From an optimization exercise on the open Yosys and OpenROAD flow, aimed at small area, a short achievable clock period and few clock cycles per item; shortcuts taken in it are not production practice.
The RTL was checked by simulation tests, not by an equivalence proof against the original design.
Power is estimated from default activity; no workload was simulated.

<file path="flow/config.mk">
export PLATFORM = sky130hd
export DESIGN_NAME = calculateChoquet
export DESIGN_NICKNAME = calculateChoquet
export VERILOG_FILES = /design/flow/design.v
export SDC_FILE = /design/flow/constraint.sdc
export NUM_CORES = 4
export LEC_CHECK = 0
export CAP_MARGIN = 20
export CORE_MARGIN = 2
export CORE_UTILIZATION = 40
export SLEW_MARGIN = 20
</file>
<file path="flow/constraint.sdc">
create_clock -name core_clock -period 12.0 [get_ports {clk}]
set_input_delay 2.4000 -clock core_clock [delete_from_list [all_inputs] [get_ports {clk}]]
set_output_delay 2.4000 -clock core_clock [all_outputs]
set_load 0.01 [all_outputs]
</file>
<file path="flow/design.v">
module calculateChoquet
#(
    parameter n=4,                   
    parameter index_sum = 2**n       
)
(
    input                           clk             ,
    input                           rst_n           ,
    input           [19:0]          measure         , 
    input           [19:0]          s1              , 
    input                           measure_ready   ,
    input                           s1_ready        ,
    output  reg                     phase1          ,
    output  reg     [39:0]          result          ,
    output                          result_val      
);
    reg   [19:0] s1_reg[0:n]                      ;
    reg   [19:0] measure_reg[0:index_sum -1]      ;
    reg [4:0]   k;    
    reg [3:0]   p;     
    always@(posedge clk ) 
        if(rst_n == 1'b0)
            k <= 5'd0;
        else if(measure_ready==1'b1) begin
            measure_reg[k] <= measure;
            k <= k+5'd1;
        end
        else k <= 5'd0;
    reg  sort_flag;
    always@(posedge clk ) 
        if(rst_n == 1'b0) begin  
            p <= 4'd0;
            sort_flag <= 1'b0;
        end
        else if(s1_ready == 1)begin  
            s1_reg[p] <= s1;
            p <= p + 4'd1;
        end
        else if(p==n+1) begin
            sort_flag <= 1'b1;
            p <= 4'd0;
        end
        else begin
            sort_flag <= 1'b0;
            p <= 4'd0;
        end
    reg sort;
    reg [2:0]sort_state;
    reg flag_next1;
    reg   [22:0] s2_key[0:n];
    reg   [2:0]  sort_index;
    wire  [22:0] s1_key = {s1_reg[sort_index], sort_index};
    always@(posedge clk ) 
        if(rst_n == 1'b0) begin  
            sort <= 1'b0;
            sort_state <= 3'b0;
            sort_index <= 3'd1;
            flag_next1 <= 1'b0;
        end
        else if(sort_flag == 1'b1) begin
            sort <= 1'b1;
            sort_state <= 3'b0;
            sort_index <= 3'd1;
            s2_key[0] <= 23'd0;
            s2_key[1] <= 23'h7FFFFF;
            s2_key[2] <= 23'h7FFFFF;
            s2_key[3] <= 23'h7FFFFF;
            s2_key[4] <= 23'h7FFFFF;
        end
        else if(sort == 1'b1) begin           
            if(sort_index == 3'd4)
                sort_index <= 3'd1;
            else
                sort_index <= sort_index + 3'd1;
            case(sort_state)
                3'd0: begin
                        if(s1_key < s2_key[1])
                            s2_key[1] <= s1_key;
                        if(sort_index == 3'd4)
                            sort_state <= 3'd1;
                   end
                3'd1: begin
                       if(s1_key < s2_key[2] && s1_key > s2_key[1])
                           s2_key[2] <= s1_key;
                       if(sort_index == 3'd4)
                           sort_state <= 3'd2;
                  end            
                3'd2: begin
                     if(s1_key < s2_key[3] && s1_key > s2_key[1] && s1_key > s2_key[2])
                         s2_key[3] <= s1_key;
                     if(sort_index == 3'd4)
                         sort_state <= 3'd3;
                end
                3'd3: begin
                     if(s1_key < s2_key[4] && s1_key > s2_key[1] && s1_key > s2_key[2] && s1_key > s2_key[3])
                         s2_key[4] <= s1_key;
                     if(sort_index == 3'd4) begin
                         sort_state <= 3'd0;
                         sort <= 1'b0;
                         flag_next1 <= 1'b1;
                     end
                end 
                default: begin
                end   
            endcase
        end
        else flag_next1 <= 1'b0;
    reg   [19:0] s_buf[0:n];  
    reg   [19:0] s_buf_u[0:n];
    reg   [2:0]  s_pos[0:n];
    reg   [19:0] measure_buf[0:index_sum -1]; 
    integer   buf_i;
    integer   buf_j;
    integer   buf_k;
    reg [2:0] con_state1;
    reg  flag;
    always@(posedge clk ) begin
        if(rst_n == 1'b0) begin
            phase1 <= 1'b0;
            flag <= 1'b0;
        end
        else if(flag_next1 == 1'b1)begin
            for(buf_i=0;buf_i<index_sum;buf_i=buf_i+1)begin
                measure_buf[buf_i] <= measure_reg[buf_i];
            end
            for(buf_j=0;buf_j<=n;buf_j=buf_j+1)begin
                s_buf[buf_j] <= s2_key[buf_j][22:3];
                s_pos[buf_j] <= s2_key[buf_j][2:0];
            end
            for(buf_k=0;buf_k<=n;buf_k=buf_k+1)begin
                s_buf_u[buf_k] <= s1_reg[buf_k];
            end         
            flag <= 1'b1;
        end
        else if(con_state1 == 3'd0 &&  flag == 1'b1) begin
            phase1 <= 1'b1;
            flag <= 1'b0;
        end
        else   phase1 <= 1'b0;
    end
    integer   i;   
    integer   j; 
    reg [3:0] index[1:n];
    reg [10:0] measure_index_buffer[1:n];   
    reg   [12:0] measure_index_reg[0:index_sum -1];
    reg   [2:0] m1;
    reg  [19:0] result_measure[1:n];
    reg  [39:0] result_buffer[1:n];
    reg [2:0] measure_index_1[1:4];
    reg [2:0] measure_index_2[1:4];
    reg [2:0] measure_index_3[1:4];
    reg [2:0] measure_index_4[1:4];
    reg [2:0] measure_index_5[1:4];
    reg [2:0] measure_index_6[1:4];
    reg [2:0] measure_index_7[1:4];
    reg [2:0] measure_index_8[1:4];
    reg [2:0] measure_index_9[1:4];
    reg [2:0] measure_index_10[1:4];
    integer   t;
    integer   r;
    integer   z;
    reg measure_index_start;
    reg flag_start;
    reg [2:0]state_measure;
    reg          flag_mul;
    reg          result_val1;
    assign result_val = result_val1;
    always@ (posedge clk) begin	
        if(rst_n == 1'b0) begin          
           measure_index_reg[5]  <= 13'd0;
           measure_index_reg[6]  <= 13'd0;
           measure_index_reg[7]  <= 13'd0;
           measure_index_reg[8]  <= 13'd0;
           measure_index_reg[9]  <= 13'd0;
           measure_index_reg[10] <= 13'd0;
           measure_index_reg[11] <= 13'd0;
           measure_index_reg[12] <= 13'd0;
           measure_index_reg[13] <= 13'd0;
           measure_index_reg[14] <= 13'd0; 
           flag_start <= 1'b0;
           state_measure <= 3'd0;
           flag_mul <= 1'b0;
        end
        else if(measure_index_start)begin
                measure_index_reg[0]  <= 13'd0;        
                measure_index_reg[1]  <= 13'd1;        
                measure_index_reg[2]  <= 13'd2;        
                measure_index_reg[3]  <= 13'd3;        
                measure_index_reg[4]  <= 13'd4;        
                measure_index_reg[15] <= 13'd1234;     
                for(m1=1;m1<=n;m1=m1+1) begin
                    if(index[m1] == 1 || index[m1] == 2) 
                        measure_index_1[m1] <= index[m1];
                    else measure_index_1[m1] <= 0 ;
                    if(index[m1] == 1 || index[m1] == 3) 
                        measure_index_2[m1] <= index[m1];
                    else measure_index_2[m1] <= 0 ;
                    if(index[m1] == 1 || index[m1] == 4) 
                        measure_index_3[m1] <= index[m1];
                    else measure_index_3[m1] <= 0;
                    if(index[m1] == 2 || index[m1] == 3) 
                        measure_index_4[m1] <= index[m1];
                    else measure_index_4[m1] <= 0;
                    if(index[m1] == 2 || index[m1] == 4) 
                        measure_index_5[m1] <= index[m1];
                    else measure_index_5[m1] <= 0;
                    if(index[m1] == 3 || index[m1] == 4) 
                        measure_index_6[m1] <= index[m1];
                    else measure_index_6[m1] <= 0;
                    if(index[m1] == 1 || index[m1] == 2 || index[m1] == 3) 
                         measure_index_7[m1] <= index[m1];
                    else measure_index_7[m1] <= 0;
                    if(index[m1] == 1 || index[m1] == 2 || index[m1] == 4) 
                         measure_index_8[m1] <= index[m1];
                    else measure_index_8[m1] <= 0;
                    if(index[m1] == 1 || index[m1] == 3 || index[m1] == 4) 
                         measure_index_9[m1] <= index[m1];
                    else measure_index_9[m1] <= 0;
                    if(index[m1] == 2 || index[m1] == 3 || index[m1] == 4) 
                         measure_index_10[m1] <= index[m1];
                    else measure_index_10[m1] <= 0;
                end
                flag_start <= 1'b1;
        end
        else if(flag_start) begin
            case(state_measure)
                3'd0:begin
                        measure_index_reg[5] <=  measure_index_1[1] ;
                        measure_index_reg[6] <=  measure_index_2[1] ;
                        measure_index_reg[7] <=  measure_index_3[1] ;
                        measure_index_reg[8] <=  measure_index_4[1] ;
                        measure_index_reg[9] <=  measure_index_5[1] ;
                        measure_index_reg[10] <= measure_index_6[1] ;
                        measure_index_reg[11] <= measure_index_7[1] ;
                        measure_index_reg[12] <= measure_index_8[1] ;
                        measure_index_reg[13] <= measure_index_9[1] ;
                        measure_index_reg[14] <= measure_index_10[1];
                        state_measure <= state_measure + 3'd1;
                     end
                3'd1: begin
                        if(measure_index_1[2] != 0) begin
                            measure_index_reg[5] <=  measure_index_reg[5]  * 13'd10 + measure_index_1 [2];
                        end else;
                        if(measure_index_2[2] != 0) begin
                            measure_index_reg[6] <=  measure_index_reg[6]  * 13'd10 + measure_index_2 [2];
                        end else;
                        if(measure_index_3[2] != 0) begin
                            measure_index_reg[7] <=  measure_index_reg[7]  * 13'd10 + measure_index_3 [2];
                        end else;
                        if(measure_index_4[2] != 0) begin
                            measure_index_reg[8] <=  measure_index_reg[8]  * 13'd10 + measure_index_4 [2];
                        end else;
                        if(measure_index_5[2] != 0) begin
                            measure_index_reg[9] <=  measure_index_reg[9]  * 13'd10 + measure_index_5 [2];
                        end else;
                        if(measure_index_6[2] != 0) begin
                            measure_index_reg[10] <= measure_index_reg[10] * 13'd10 + measure_index_6 [2];
                        end else;
                        if(measure_index_7[2] != 0) begin
                            measure_index_reg[11] <= measure_index_reg[11] * 13'd10 + measure_index_7 [2];
                        end else;
                        if(measure_index_8[2] != 0) begin
                            measure_index_reg[12] <= measure_index_reg[12] * 13'd10 + measure_index_8 [2];
                        end else;
                        if(measure_index_9[2] != 0) begin
                            measure_index_reg[13] <= measure_index_reg[13] * 13'd10 + measure_index_9 [2];
                        end else;
                        if(measure_index_10[2] != 0) begin
                            measure_index_reg[14] <= measure_index_reg[14] * 13'd10 + measure_index_10[2];
                        end else;
                        state_measure <= state_measure + 3'd1;
                      end
                3'd2: begin
                        if(measure_index_1[3] != 0) begin
                            measure_index_reg[5] <=  measure_index_reg[5]  * 13'd10 + measure_index_1 [3];
                        end else;
                        if(measure_index_2[3] != 0) begin
                            measure_index_reg[6] <=  measure_index_reg[6]  * 13'd10 + measure_index_2 [3];
                        end else;
                        if(measure_index_3[3] != 0) begin
                            measure_index_reg[7] <=  measure_index_reg[7]  * 13'd10 + measure_index_3 [3];
                        end else;
                        if(measure_index_4[3] != 0) begin
                            measure_index_reg[8] <=  measure_index_reg[8]  * 13'd10 + measure_index_4 [3];
                        end else;
                        if(measure_index_5[3] != 0) begin
                            measure_index_reg[9] <=  measure_index_reg[9]  * 13'd10 + measure_index_5 [3];
                        end else;
                        if(measure_index_6[3] != 0) begin
                            measure_index_reg[10] <= measure_index_reg[10] * 13'd10 + measure_index_6 [3];
                        end else;
                        if(measure_index_7[3] != 0) begin
                            measure_index_reg[11] <= measure_index_reg[11] * 13'd10 + measure_index_7 [3];
                        end else;
                        if(measure_index_8[3] != 0) begin
                            measure_index_reg[12] <= measure_index_reg[12] * 13'd10 + measure_index_8 [3];
                        end else;
                        if(measure_index_9[3] != 0) begin
                            measure_index_reg[13] <= measure_index_reg[13] * 13'd10 + measure_index_9 [3];
                        end else;
                        if(measure_index_10[3] != 0) begin
                            measure_index_reg[14] <= measure_index_reg[14] * 13'd10 + measure_index_10[3];
                        end else;
                        state_measure <= state_measure + 3'd1;
                    end
                3'd3: begin
                        if(measure_index_1[4] != 0) begin
                            measure_index_reg[5] <=  measure_index_reg[5]  * 13'd10 + measure_index_1 [4];
                        end else;
                        if(measure_index_2[4] != 0) begin
                            measure_index_reg[6] <=  measure_index_reg[6]  * 13'd10 + measure_index_2 [4];
                        end else;
                        if(measure_index_3[4] != 0) begin
                            measure_index_reg[7] <=  measure_index_reg[7]  * 13'd10 + measure_index_3 [4];
                        end else;
                        if(measure_index_4[4] != 0) begin
                            measure_index_reg[8] <=  measure_index_reg[8]  * 13'd10 + measure_index_4 [4];
                        end else;
                        if(measure_index_5[4] != 0) begin
                            measure_index_reg[9] <=  measure_index_reg[9]  * 13'd10 + measure_index_5 [4];
                        end else;
                        if(measure_index_6[4] != 0) begin
                            measure_index_reg[10] <= measure_index_reg[10] * 13'd10 + measure_index_6 [4];
                        end else;
                        if(measure_index_7[4] != 0) begin
                            measure_index_reg[11] <= measure_index_reg[11] * 13'd10 + measure_index_7 [4];
                        end else;
                        if(measure_index_8[4] != 0) begin
                            measure_index_reg[12] <= measure_index_reg[12] * 13'd10 + measure_index_8 [4];
                        end else;
                        if(measure_index_9[4] != 0) begin
                            measure_index_reg[13] <= measure_index_reg[13] * 13'd10 + measure_index_9 [4];
                        end else;
                        if(measure_index_10[4] != 0) begin
                            measure_index_reg[14] <= measure_index_reg[14] * 13'd10 + measure_index_10[4];
                        end else;
                        state_measure <= state_measure + 3'd1;
                    end
                3'd4:begin
                        state_measure <= 3'd0;
                        flag_start <= 1'b0;
                        flag_mul <= 1'b1;
                     end
                default:begin
                        end
            endcase
        end
        else  flag_mul <= 1'b0;
    end
    always@(posedge clk)  begin
        if(rst_n == 1'b0) begin              
            con_state1 <= 3'd0; 
            result_val1 <= 1'b0;   
            result <= 0;   
            z <= 1;
            measure_index_start <= 1'b0;
        end
        else if(phase1 == 1'b1 ) begin
            con_state1 <= 3'd1;
        end
		else begin         
            case(con_state1)
                3'd0:begin
                        result_val1 <= 1'b0; 
                        result<= 40'd0;
                        z <= 1;                        
                     end
                3'd1:begin
                        for(i=1;i<n+1;i=i+1) begin
                            index[i] = {1'b0, s_pos[i]};
                        end
                        measure_index_start <= 1'b1;
                        con_state1 <= 3'd2;                                          
                   end
                3'd2:begin                                                                     
                        measure_index_start <= 1'b0;
                        if(flag_mul)begin
                            measure_index_buffer[1] <= 11'd1234;
                            measure_index_buffer[2] <= index[2]*11'd100+index[3]*11'd10+index[4];
                            measure_index_buffer[3] <= index[3]*11'd10+index[4];
                            measure_index_buffer[4] <= index[4];                       
                            con_state1 <= 3'd3; 
                        end else ;
                    end
                3'd3:begin
                        result_measure[1] <= measure_buf[15];
                        for(t=2;t<=n;t=t+1) begin
                            for(r=1;r<index_sum-1;r=r+1) begin
                                if(measure_index_buffer[t] == measure_index_reg[r])
                                     result_measure[t] <= measure_buf[r];
                            end
                        end
                        con_state1 <= 3'd4;
                     end
                3'd4:begin
                        for(t=1;t<=n;t=t+1)begin
                            result_buffer[t] <= (s_buf[t] - s_buf[t-1])*result_measure[t];
                        end
                        con_state1 <= 3'd5;
                     end
                3'd5:begin
                        result <= result + result_buffer[z];  
                        z <= z+1;
	       			    if(z == n) begin
                            result_val1 <= 1'b1;
                            con_state1 <= 3'd0;
	       	            end 
	       	            else    con_state1 <= con_state1;           
                     end
                default: begin
	       			     end
            endcase   
        end
    end
endmodule
</file>
<file path="flow/run.sh">
#!/bin/bash
# synth_recipe.tcl (not shown) runs the flow's synth.tcl, then flattens the netlist and writes it again
# the make line also repeats each setting of config.mk as NAME=value (left out here)
make -C /OpenROAD-flow-scripts/flow DESIGN_CONFIG=/design/flow/config.mk WORK_HOME=/design/flow/orfs CLKGATE_MAP_FILE= SYNTH_SCRIPT=/design/flow/synth_recipe.tcl finish
</file>
==> notes.md <==
Clocking:
- At the later pin of the worst-skew pair, clock insertion delay measures 0.90 ns.
- The largest buffer count on any clock path is 4.
- The cell chosen for the clock root is clkbuf_16.
- The number of H-tree levels is 4.
- In this run, post-CTS repair resized a total of 0 instances.
- Clock-pin slew was measured on the worst setup and hold paths at 0.06 ns.
- Once the clock tree was built, the setup fixing pass inserted 0 buffers.
- Hold repair after CTS inserted 0 buffers.
- TritonCTS built the clock tree.
- The clock drives 1508 sinks.
- In this run, CTS created clock tree buffers numbering ~170.

Setup path:
- For this design, the slowest cell found on the critical path is edfxtp_1.
- Data arrives at the worst endpoint at 11.24 ns.
- The capturing element type of the critical path is a register.
- The reg-to-reg critical path startpoint is s_buf[1][3]$_DFFE_PP_.
- The peak fanout along the critical path is 21.
- The terminus of the critical flop-to-flop path is result_buffer[2][38]$_DFFE_PP_.
- The most frequent cell on the critical path is fa_1.
- In this design, the stage delay of the slowest critical-path cell is 1.04 ns.
- The critical path launch point is s_buf[1][3]$_DFFE_PP_.
- For the worst setup path, the data required time is 12.56 ns.
- The critical path runs through a total of 34 cells.
- The reg2reg setup slack is between 1 and 1.5 ns.
- For the worst flop-to-flop path, the logic depth is 34.
- The worst setup path is launched from a register.
- The capture point of the worst path is result_buffer[2][38]$_DFFE_PP_.
- The number of buffers and inverters on the critical path is 6.
- The start-to-end type of the worst setup path is register to register.
- The kind of cell with the highest combined delay along the critical path is adder cells.

Final layout:
- The final design area excluding fillers is 146000 µm².
- In the final layout, the share of cells above drive strength 1 is 0.05520.
- The library cells used most frequently in the layout, excluding fill and tap cells, are 2057 x inv_1, 1637 x fa_1, 1297 x nand2_1.
- The count of nets after finishing is 15250.
- The final standard cell count with taps included and fillers excluded is 17250.
- The library cell used most frequently in the layout, excluding fill and tap cells, is inv_1.
- The relative area change from synthesis to final layout is 9.082%.

STA:
- The setup violation total in the final timing report is 0.
- The clock arrives with 0.1168 ns of skew.
- Setup repair after global routing left no endpoint under its margin.
- Dividing the final minimum period by the clock period gives 0.8898.
- The maximum clock frequency is 93.65 MHz.
- The worst relative slew slack is 0.1818.
- After layout, the minimum clock period comes to 10.68 ns.
- Setup total negative slack on the finished layout was measured at 0 ns.
- The number of max-slew violations in the final report is 0.
- The transition at the pin with the smallest max-transition slack is roughly 1.2 ns.
- The number of hold violations in the final report is 0.

Logic synthesis:
- Of the synthesized area, sequential elements account for 0.3210.
- The netlist area before placement is 133800 µm².
- The post-synthesis cell type count is just over 90.
- The total number of yosys warnings is 61.
- Yosys mapped a number of flops with a built-in enable equal to about 1300.
- The fraction of registers with async set or reset after synthesis is 0.
- Synthesis inferred 1508 register bits.
- The average size of a mapped cell is 10.45 µm².
- In the synthesized netlist the dominant register cell turns out to be edfxtp_1.
- The number of instances in the synthesized netlist is ~13000.

Drt:
- In the routed layout, each cell is associated on average with a via count of roughly 5.3.
- In the detailed route, the total length drawn on met2 is about 170000 µm.
- The top routing layer in use is met5.
- Summed over all nets, wire length on met3 after detailed routing comes to 30480 µm.
- After detailed routing, the average wire length per cell comes to 22.11 µm.
- The number of design rule violations left after detail routing is 0.
- The number of DRC markers in iteration 0 is 7922.
- The first TritonRoute pass finished after 9 iterations.
- The met1 wire length is 168000 µm.
- The detail route stage leaves a number of antenna-violating nets equal to 0.
- The detailed router placed 91790 vias in this run.
- Wires add up to 381400 µm.

Die:
- The boundary pin count is 86.
- The height of the die is 582.4 µm.
- After floorplanning, the core was sized to cover 333200 µm².
- The starting utilization of the core area is 0.4017.
- Measured along the x axis, the die boundary spans around 580 µm.
- The floorplan has around 210 rows.
- The floorplan step defined a die boundary enclosing 339200 µm².

GRT:
- The via count of the first global-routing pass is 94050.
- The total global-route track usage is 0.2259.
- The initial antenna violation count is 28.
- The maximum number of pins on one net before global-route repair is about 150.
- The first global-routing pass estimated approximately 590000 µm of wire.
- For this run the aggregate overflow at the end of global routing stands at 0.

Place:
- Routability-driven placement finished with a final weighted congestion of 0.9025.
- The count of placed standard cells including taps is 16940.
- The area of placed instances is 140300 µm².
- The detailed-placement wirelength estimate is ~290000 µm.
- In this run the tool buffered the top-level ports with 85 buffer cells.

Flow run:
- Across the run, the number of max-cap violations was 0.

Power and ir drop:
- The completed layout was analyzed and its total power is 0.01108 W.
- The highest ir drop seen on vdd is 0.1410 mV.
- In this run the static leakage power is 63.28 nW.
- The areal power density over the cells is 75.93 nW/µm².

Run status:
- The flow ran to the end and the layout has no timing, DRC or antenna violations.

Min path:
- The class of the tightest hold or removal check is register to register.
kinds of logic (layout without fill, tap and decap cells):
kind of cell / count (synthesis) / count (layout) / synth area share
simple gates: 3594 / 3594 / 0.1337
buf+inv: 2686 / 2719 / 0.07576
fa+ha+maj: 2478 / 2478 / 0.3235
compound gates: 1708 / 1708 / 0.08748
flops: 1508 / 1508 / 0.3210
xor+xnor: 639 / 639 / 0.04182
mux: 195 / 195 / 0.01668
other cells: 1 / 24 / 0.00002802
layer usage:
metal  vias to the layer above  track usage
met2                      3267       0.3564
met1                     46090       0.3162
met3                       557      0.04196
met4                        10      0.06615
met5                         -            0
li1                      41870            -
power by group:
group	internal, W	leakage (nW)	switching, W
registers	0.00563	13.4	0.00000242
logic	0.0000278	47.2	0.0000557
clock network	0.00311	2.72	0.00225
area by class of cell:
cell class | instances | area (µm²)
multi-input cells | 8636 | 81360
clock buffers | 213 | 4603
flip-flops and latches | 1508 | 42950
fillers | 31540 | 187200
inverters | 2076 | 7792
well taps | 4387 | 5489
repair buffers | 336 | 2761
clock inverters | 94 | 1003
diodes | 2 | 5.005
worst min path at each step:
stage                            startpoint                      endpoint  slack (ns)  depth (start not counted)
2_1_floorplan         s_pos[1][0]$_DFFE_PP_         index[1][0]$_DFFE_PP_        0.40                          0
3_3_place_gp   measure_reg[8][12]$_DFFE_PP_  measure_buf[8][12]$_DFFE_PP_        0.40                          0
3_5_place_dp          s_pos[1][0]$_DFFE_PP_         index[1][0]$_DFFE_PP_        0.40                          0
4_1_cts        measure_reg[7][18]$_DFFE_PP_  measure_buf[7][18]$_DFFE_PP_        0.35                          0
5_1_grt        measure_reg[7][18]$_DFFE_PP_  measure_buf[7][18]$_DFFE_PP_        0.35                          0
6_report       measure_reg[7][18]$_DFFE_PP_  measure_buf[7][18]$_DFFE_PP_        0.36                          0
synthesized netlist by cell type, types with 20 or more instances:
library cell / number / share of area
a211o_1: 42 / 0.0027
a211oi_1: 103 / 0.0058
a21boi_0: 32 / 0.0018
a21boi_1: 39 / 0.0022
a21o_1: 148 / 0.0083
a21oi_1: 424 / 0.016
a222oi_1: 49 / 0.0037
a22oi_1: 92 / 0.0052
a31oi_1: 35 / 0.0016
and2_1: 780 / 0.036
and3_1: 54 / 0.0025
buf_1: 27 / 0.00076
clkbuf_1: 560 / 0.016
dfxtp_1: 233 / 0.035
edfxtp_1: 1275 / 0.29
fa_1: 1637 / 0.24
ha_1: 841 / 0.079
inv_1: 2057 / 0.058
mux2_2: 22 / 0.0019
mux2i_1: 151 / 0.011
mux4_2: 20 / 0.0034
nand2_1: 1297 / 0.036
nand2b_1: 92 / 0.0043
nand3_1: 205 / 0.0077
nand4_1: 75 / 0.0035
nor2_1: 480 / 0.013
nor2b_1: 245 / 0.011
nor3_1: 107 / 0.0040
nor3b_1: 31 / 0.0017
nor4_1: 46 / 0.0022
o211a_1: 34 / 0.0025
o211ai_1: 69 / 0.0039
o21a_1: 41 / 0.0023
o21ai_0: 163 / 0.0061
o21ai_1: 82 / 0.0031
o21bai_1: 32 / 0.0018
o221ai_1: 20 / 0.0013
o22ai_1: 113 / 0.0053
or2_2: 34 / 0.0016
or3_1: 34 / 0.0016
xnor2_1: 382 / 0.025
xor2_1: 257 / 0.017
metrics by stage:
stage / util / setup slack [ns] / hold WS (ns)
after floorplan: - / 2.468 / 0.4003
after global placement: 0.4212 / 1.583 / 0.4003
after detailed placement: 0.4212 / 1.427 / 0.4045
after CTS: 0.4380 / 1.377 / 0.3492
after global routing: 0.4381 / 0.6269 / 0.3534
final: 0.4381 / 1.322 / 0.3557
Testbench counts, summed over its fixed seeds: cycles 32,128, items 1,280.

-- what the ideal ports hide --
The results above use ideal ports. As a check the final layout listed here was re-extracted and re-timed, cells and wires unchanged.
Step 1 assumes that a clkbuf_16 drives the clock port and a buf_2 every other input.
Step 2 adds t to the input delays and takes it off the output delays; t is the mean of the earliest and latest rising clock arrival at the registers after step 1. Input paths then give back, and output paths get back, about the clock's delay inside the block.
Slacks: ideal / step 1 / step 2; pairs: ideal / step 1.
shift t [ns]: 0.942
slack for setup (ns): 1.322 / 1.322 / 1.322
worst setup path after step 2: register to register
After both steps this run still meets setup and hold. For this run, drivers alone change the setup slack by 0.000 ns; drivers and shift together by 0.000 ns.
